Source: an optimization exercise on an open RTL-to-GDS flow (aim: a short achievable clock period and few clock cycles). Production flows keep margins and buffers that such runs may drop.
Function was checked by simulation only, so behaviour that the tests miss may differ from the original.
No activity file was given, so power comes from the tool's default toggle rates.

==> module cpu_top, before the edit <==
module cpu_top (
    input  wire        clk,
    input  wire        reset,
    output wire [11:0] imem_addr,
    input  wire [17:0] imem_data,
    output wire [11:0] dmem_addr,
    output wire [17:0] dmem_wdata,
    output wire        dmem_we,
    input  wire [17:0] dmem_rdata,
    output wire        halted
);
    reg [11:0] pc;
    reg [17:0] ir;
    reg        ir_v;
    reg [11:0] ir_pc1;         
    reg        x_v;
    reg [17:0] x_a, x_b, x_c;
    reg        x_add, x_sub, x_lgc, x_nor, x_shf, x_sra, x_pass;
    reg        x_wen;          
    reg        x_cmov;         
    reg [3:0]  x_wa;
    reg        x_ld, x_st, x_push, x_halt;
    reg [3:0]  x_rd;
    reg [11:0] m_addr;
    reg [17:0] m_wdata;
    reg        m_we;
    reg        m_ld;
    reg [3:0]  m_rd;
    reg        halted_r;
    reg [17:0] R [0:15];
    wire [4:0]  f_op   = imem_data[17:13];
    wire        f_jmp  = (f_op[4:1] == 4'b0101);                
    wire [11:0] pc1    = pc + 12'd1;
    wire [12:0] f_sj   = {pc, 1'b1} + {imem_data[11:0], 1'b1};    
    wire [12:0] f_sl   = {pc, 1'b1} + {{3{imem_data[8]}}, imem_data[8:0], 1'b1};  
    wire [11:0] f_next = !f_jmp   ? pc1 :
                         f_op[0]  ? f_sl[12:1] : f_sj[12:1];
    wire [17:0] s_add = x_a + x_b;
    wire [17:0] s_sub = x_a - x_b;
    wire [17:0] lgc   = x_nor ? ~(x_a | x_b) : ~(x_a & x_b);
    wire [18:0] shx   = $signed({x_sra & x_a[17], x_a}) >>> x_b[4:0];
    wire [17:0] x_res = ({18{x_add}}  & s_add)
                      | ({18{x_sub}}  & s_sub)
                      | ({18{x_lgc}}  & lgc)
                      | ({18{x_shf}}  & shx[17:0])
                      | ({18{x_pass}} & x_a);
    wire        x_we  = x_v & (x_wen | (x_cmov & (x_b != 18'd0)));
    wire [4:0]  op  = ir[17:13];
    wire [3:0]  rd  = ir[12:9];
    wire [3:0]  rs1 = ir[8:5];
    wire [3:0]  rs2 = ir[4:1];
    wire [17:0] sx  = {{13{ir[4]}}, ir[4:0]};
    wire d_rr    = (op[4:3] == 2'b00) && (op[2:1] != 2'b11);    
    wire d_imm   = (op == 5'd6) || (op == 5'd7) || (op == 5'd8) || (op == 5'd9);
    wire d_add   = (op == 5'd0) || (op == 5'd6);
    wire d_sub   = (op == 5'd1) || (op == 5'd7);
    wire d_lgc   = (op == 5'd2) || (op == 5'd3) || (op == 5'd8) || (op == 5'd9);
    wire d_shf   = (op == 5'd4) || (op == 5'd5);
    wire d_jal   = (op == 5'd11);
    wire d_ld    = (op == 5'd12);
    wire d_st    = (op == 5'd13);
    wire d_push  = (op == 5'd14);
    wire d_pop   = (op == 5'd15);
    wire d_lui   = (op == 5'd16);
    wire d_cmov  = (op == 5'd17);
    wire d_halt  = (op == 5'd31);
    wire use_rs1 = d_rr | d_imm | d_ld | d_st | d_cmov;
    wire use_rs2 = d_rr | d_cmov;
    wire use_rd  = d_st | d_push;
    wire use_sp  = d_push | d_pop;
    wire hazard = x_v & x_ld & ((use_rs1 & (x_rd == rs1)) |
                                (use_rs2 & (x_rd == rs2)) |
                                (use_rd  & (x_rd == rd))  |
                                (use_sp  & (x_rd == 4'd15)));
    wire run   = ir_v & ~halted_r;
    wire stall = run & hazard;
    wire go    = run & ~hazard & ~(x_v & x_halt);
    wire [3:0] ra = use_sp ? 4'd15 : rs1;
    function [17:0] rdreg(input [3:0] n);
        if (x_we && x_wa == n)
            rdreg = x_res;
        else if (m_ld && m_rd == n)
            rdreg = dmem_rdata;
        else
            rdreg = R[n];
    endfunction
    wire [17:0] va = rdreg(ra);
    wire [17:0] vb = rdreg(rs2);
    wire [17:0] vc = rdreg(rd);
    wire [17:0] d_a = d_lui ? {ir[8:0], 9'd0} :
                      d_jal ? {6'd0, ir_pc1}  : va;
    wire [17:0] d_b = (d_imm | d_ld | d_st) ? sx :
                      (d_push | d_pop) ? 18'd1 : vb;    
    always @(posedge clk or posedge reset) begin
        if (reset) begin
            pc     <= 12'd0;
            ir     <= 18'd0;
            ir_v   <= 1'b0;
            ir_pc1 <= 12'd0;
        end else if (!stall) begin
            pc     <= f_next;
            ir     <= imem_data;
            ir_v   <= 1'b1;
            ir_pc1 <= pc1;
        end
    end
    always @(posedge clk or posedge reset) begin
        if (reset) begin
            x_v    <= 1'b0;
            x_a    <= 18'd0;
            x_b    <= 18'd0;
            x_c    <= 18'd0;
            x_add  <= 1'b0;
            x_sub  <= 1'b0;
            x_lgc  <= 1'b0;
            x_nor  <= 1'b0;
            x_shf  <= 1'b0;
            x_sra  <= 1'b0;
            x_pass <= 1'b0;
            x_wen  <= 1'b0;
            x_cmov <= 1'b0;
            x_wa   <= 4'd0;
            x_ld   <= 1'b0;
            x_st   <= 1'b0;
            x_push <= 1'b0;
            x_halt <= 1'b0;
            x_rd   <= 4'd0;
        end else begin
            x_v    <= go;
            x_a    <= d_a;
            x_b    <= d_b;
            x_c    <= vc;
            x_add  <= d_add | d_ld | d_st | d_pop;
            x_sub  <= d_sub | d_push;
            x_lgc  <= d_lgc;
            x_nor  <= op[0];
            x_shf  <= d_shf;
            x_sra  <= op[0];
            x_pass <= d_lui | d_jal | d_cmov;
            x_wen  <= d_rr | d_imm | d_lui | d_jal | d_push | d_pop;
            x_cmov <= d_cmov;
            x_wa   <= use_sp ? 4'd15 : rd;
            x_ld   <= d_ld | d_pop;
            x_st   <= d_st | d_push;
            x_push <= d_push;
            x_halt <= d_halt;
            x_rd   <= rd;
        end
    end
    always @(posedge clk or posedge reset) begin
        if (reset) begin
            halted_r <= 1'b0;
            m_addr   <= 12'd0;
            m_wdata  <= 18'd0;
            m_we     <= 1'b0;
            m_ld     <= 1'b0;
            m_rd     <= 4'd0;
        end else begin
            if (x_v & x_halt)
                halted_r <= 1'b1;
            m_addr  <= x_push ? x_a[11:0] : s_add[11:0];
            m_wdata <= x_c;
            m_we    <= x_v & x_st;
            m_ld    <= x_v & x_ld;
            m_rd    <= x_rd;
        end
    end
    integer i;
    always @(posedge clk or posedge reset) begin
        if (reset) begin
            for (i = 0; i < 16; i = i + 1)
                R[i] <= 18'd0;
        end else begin
            for (i = 0; i < 16; i = i + 1) begin
                if (x_we && x_wa == i[3:0])
                    R[i] <= x_res;
                else if (m_ld && m_rd == i[3:0])
                    R[i] <= dmem_rdata;
            end
        end
    end
    assign imem_addr  = pc;
    assign dmem_addr  = m_addr;
    assign dmem_wdata = m_wdata;
    assign dmem_we    = m_we;
    assign halted     = halted_r;
endmodule
==> flow/config.mk <==
export PLATFORM = sky130hd
export DESIGN_NAME = cpu_top
export DESIGN_NICKNAME = cpu_top
export VERILOG_FILES = /design/flow/design.v
export SDC_FILE = /design/flow/constraint.sdc
export NUM_CORES = 4
export LEC_CHECK = 0
export ABC_CLOCK_PERIOD_IN_PS = 2500
export CAP_MARGIN = 20
export CORE_MARGIN = 2
export CORE_UTILIZATION = 40
export PLACE_DENSITY = 0.6
export SLEW_MARGIN = 20
export TNS_END_PERCENT = 100
==> flow/constraint.sdc <==
create_clock -name core_clock -period 10.0 [get_ports {clk}]
set_input_delay 2.0000 -clock core_clock [delete_from_list [all_inputs] [get_ports {clk}]]
set_output_delay 2.0000 -clock core_clock [all_outputs]
set_load 0.01 [all_outputs]
standard.sh (not shown) runs the stock make flow with config.mk's settings and CLKGATE_MAP_FILE= SYNTH_SCRIPT=/design/flow/synth_recipe.tcl, a recipe that flattens the netlist after the stock synthesis.
==> flow/flow/run.sh <==
#!/bin/bash
# The standard layout, with timing repair aimed at a period well under the
# 10 ns clock (setup margin 7 ns), so the resizer works on the paths that set
# the achieved period. The clock, constraints and synthesis are unchanged.
set -euo pipefail
bash standard.sh SETUP_SLACK_MARGIN=7 finish > standard_make.log 2>&1
The baseline completed without violations.
Testbench counts at the start, summed over its fixed seeds: cycles 23,491.
==> next run, changes <==
--- a/flow/design.v
+++ b/flow/design.v
@@ -31,10 +31,8 @@
     wire [4:0]  f_op   = imem_data[17:13];
     wire        f_jmp  = (f_op[4:1] == 4'b0101);                
     wire [11:0] pc1    = pc + 12'd1;
-    wire [12:0] f_sj   = {pc, 1'b1} + {imem_data[11:0], 1'b1};    
-    wire [12:0] f_sl   = {pc, 1'b1} + {{3{imem_data[8]}}, imem_data[8:0], 1'b1};  
-    wire [11:0] f_next = !f_jmp   ? pc1 :
-                         f_op[0]  ? f_sl[12:1] : f_sj[12:1];
+    wire [11:0] f_tj   = pc1 + imem_data[11:0];                         
+    wire [11:0] f_tl   = pc1 + {{3{imem_data[8]}}, imem_data[8:0]};     
     wire [17:0] s_add = x_a + x_b;
     wire [17:0] s_sub = x_a - x_b;
     wire [17:0] lgc   = x_nor ? ~(x_a | x_b) : ~(x_a & x_b);
@@ -43,8 +41,9 @@
                       | ({18{x_sub}}  & s_sub)
                       | ({18{x_lgc}}  & lgc)
                       | ({18{x_shf}}  & shx[17:0])
-                      | ({18{x_pass}} & x_a);
-    wire        x_we  = x_v & (x_wen | (x_cmov & (x_b != 18'd0)));
+                      | ({18{x_pass}} & x_a)
+                      | ({18{x_cmov}} & ((x_b != 18'd0) ? x_a : x_c));
+    wire        x_we  = x_v & x_wen;
     wire [4:0]  op  = ir[17:13];
     wire [3:0]  rd  = ir[12:9];
     wire [3:0]  rs1 = ir[8:5];
@@ -66,7 +65,7 @@
     wire d_halt  = (op == 5'd31);
     wire use_rs1 = d_rr | d_imm | d_ld | d_st | d_cmov;
     wire use_rs2 = d_rr | d_cmov;
-    wire use_rd  = d_st | d_push;
+    wire use_rd  = d_st | d_push | d_cmov;        
     wire use_sp  = d_push | d_pop;
     wire hazard = x_v & x_ld & ((use_rs1 & (x_rd == rs1)) |
                                 (use_rs2 & (x_rd == rs2)) |
@@ -91,14 +90,24 @@
                       d_jal ? {6'd0, ir_pc1}  : va;
     wire [17:0] d_b = (d_imm | d_ld | d_st) ? sx :
                       (d_push | d_pop) ? 18'd1 : vb;    
+    wire        f_sh = stall;
+    wire        f_si = ~stall & ~f_jmp;
+    wire        f_sj = ~stall &  f_jmp & ~f_op[0];
+    wire        f_sl = ~stall &  f_jmp &  f_op[0];
+    wire [11:0] f_next = ({12{f_sh}} & pc)   | ({12{f_si}} & pc1)
+                       | ({12{f_sj}} & f_tj) | ({12{f_sl}} & f_tl);
+    always @(posedge clk or posedge reset) begin
+        if (reset)
+            pc <= 12'd0;
+        else
+            pc <= f_next;
+    end
     always @(posedge clk or posedge reset) begin
         if (reset) begin
-            pc     <= 12'd0;
             ir     <= 18'd0;
             ir_v   <= 1'b0;
             ir_pc1 <= 12'd0;
         end else if (!stall) begin
-            pc     <= f_next;
             ir     <= imem_data;
             ir_v   <= 1'b1;
             ir_pc1 <= pc1;
@@ -136,8 +145,8 @@
             x_nor  <= op[0];
             x_shf  <= d_shf;
             x_sra  <= op[0];
-            x_pass <= d_lui | d_jal | d_cmov;
-            x_wen  <= d_rr | d_imm | d_lui | d_jal | d_push | d_pop;
+            x_pass <= d_lui | d_jal;
+            x_wen  <= d_rr | d_imm | d_lui | d_jal | d_push | d_pop | d_cmov;
             x_cmov <= d_cmov;
             x_wa   <= use_sp ? 4'd15 : rd;
             x_ld   <= d_ld | d_pop;
Via count goes down by about 1.1%.
Sequential power barely changes.
Area after synthesis grows by about 1.6%.
Cell area stays flat.
Sequential share of layout area barely changes.
First-iteration DRC count came out lower by about 9%.
Power rose by 0.73%.
Testbench counts after the change, summed over its fixed seeds: cycles 23,505.

[what the ideal ports hide]
No port has a modelled driver above. Below, the same layouts with a new extraction and two added sets of constraints. Step 1, drivers: a clkbuf_16 drives clk and a buf_2 each remaining input, both assumed. Step 2, shift: input delay + t, output delay - t, t = (earliest + latest rising clock arrival at the registers) / 2. This alone moves slack from input paths to output paths. Three values: no drivers, after step 1, after step 2; two values: the first two.
run | shift t [ns] | slack for setup (ns) | worst setup path after step 2 | slew at the worst register clock pin (ns) | worst data-port slew with drivers (ns)
the first run | 0.707 | 6.647 / 6.647 / 6.025 | input to register | 0.07 / 0.07 | 0.10
the second run | 0.708 | 6.632 / 6.632 / 6.007 | input to register | 0.07 / 0.07 | 0.13
After both steps every run listed still meets setup and hold. The setup slack of the second run, which loses most, moves by 0.000 ns with the drivers and by -0.625 ns with both steps.
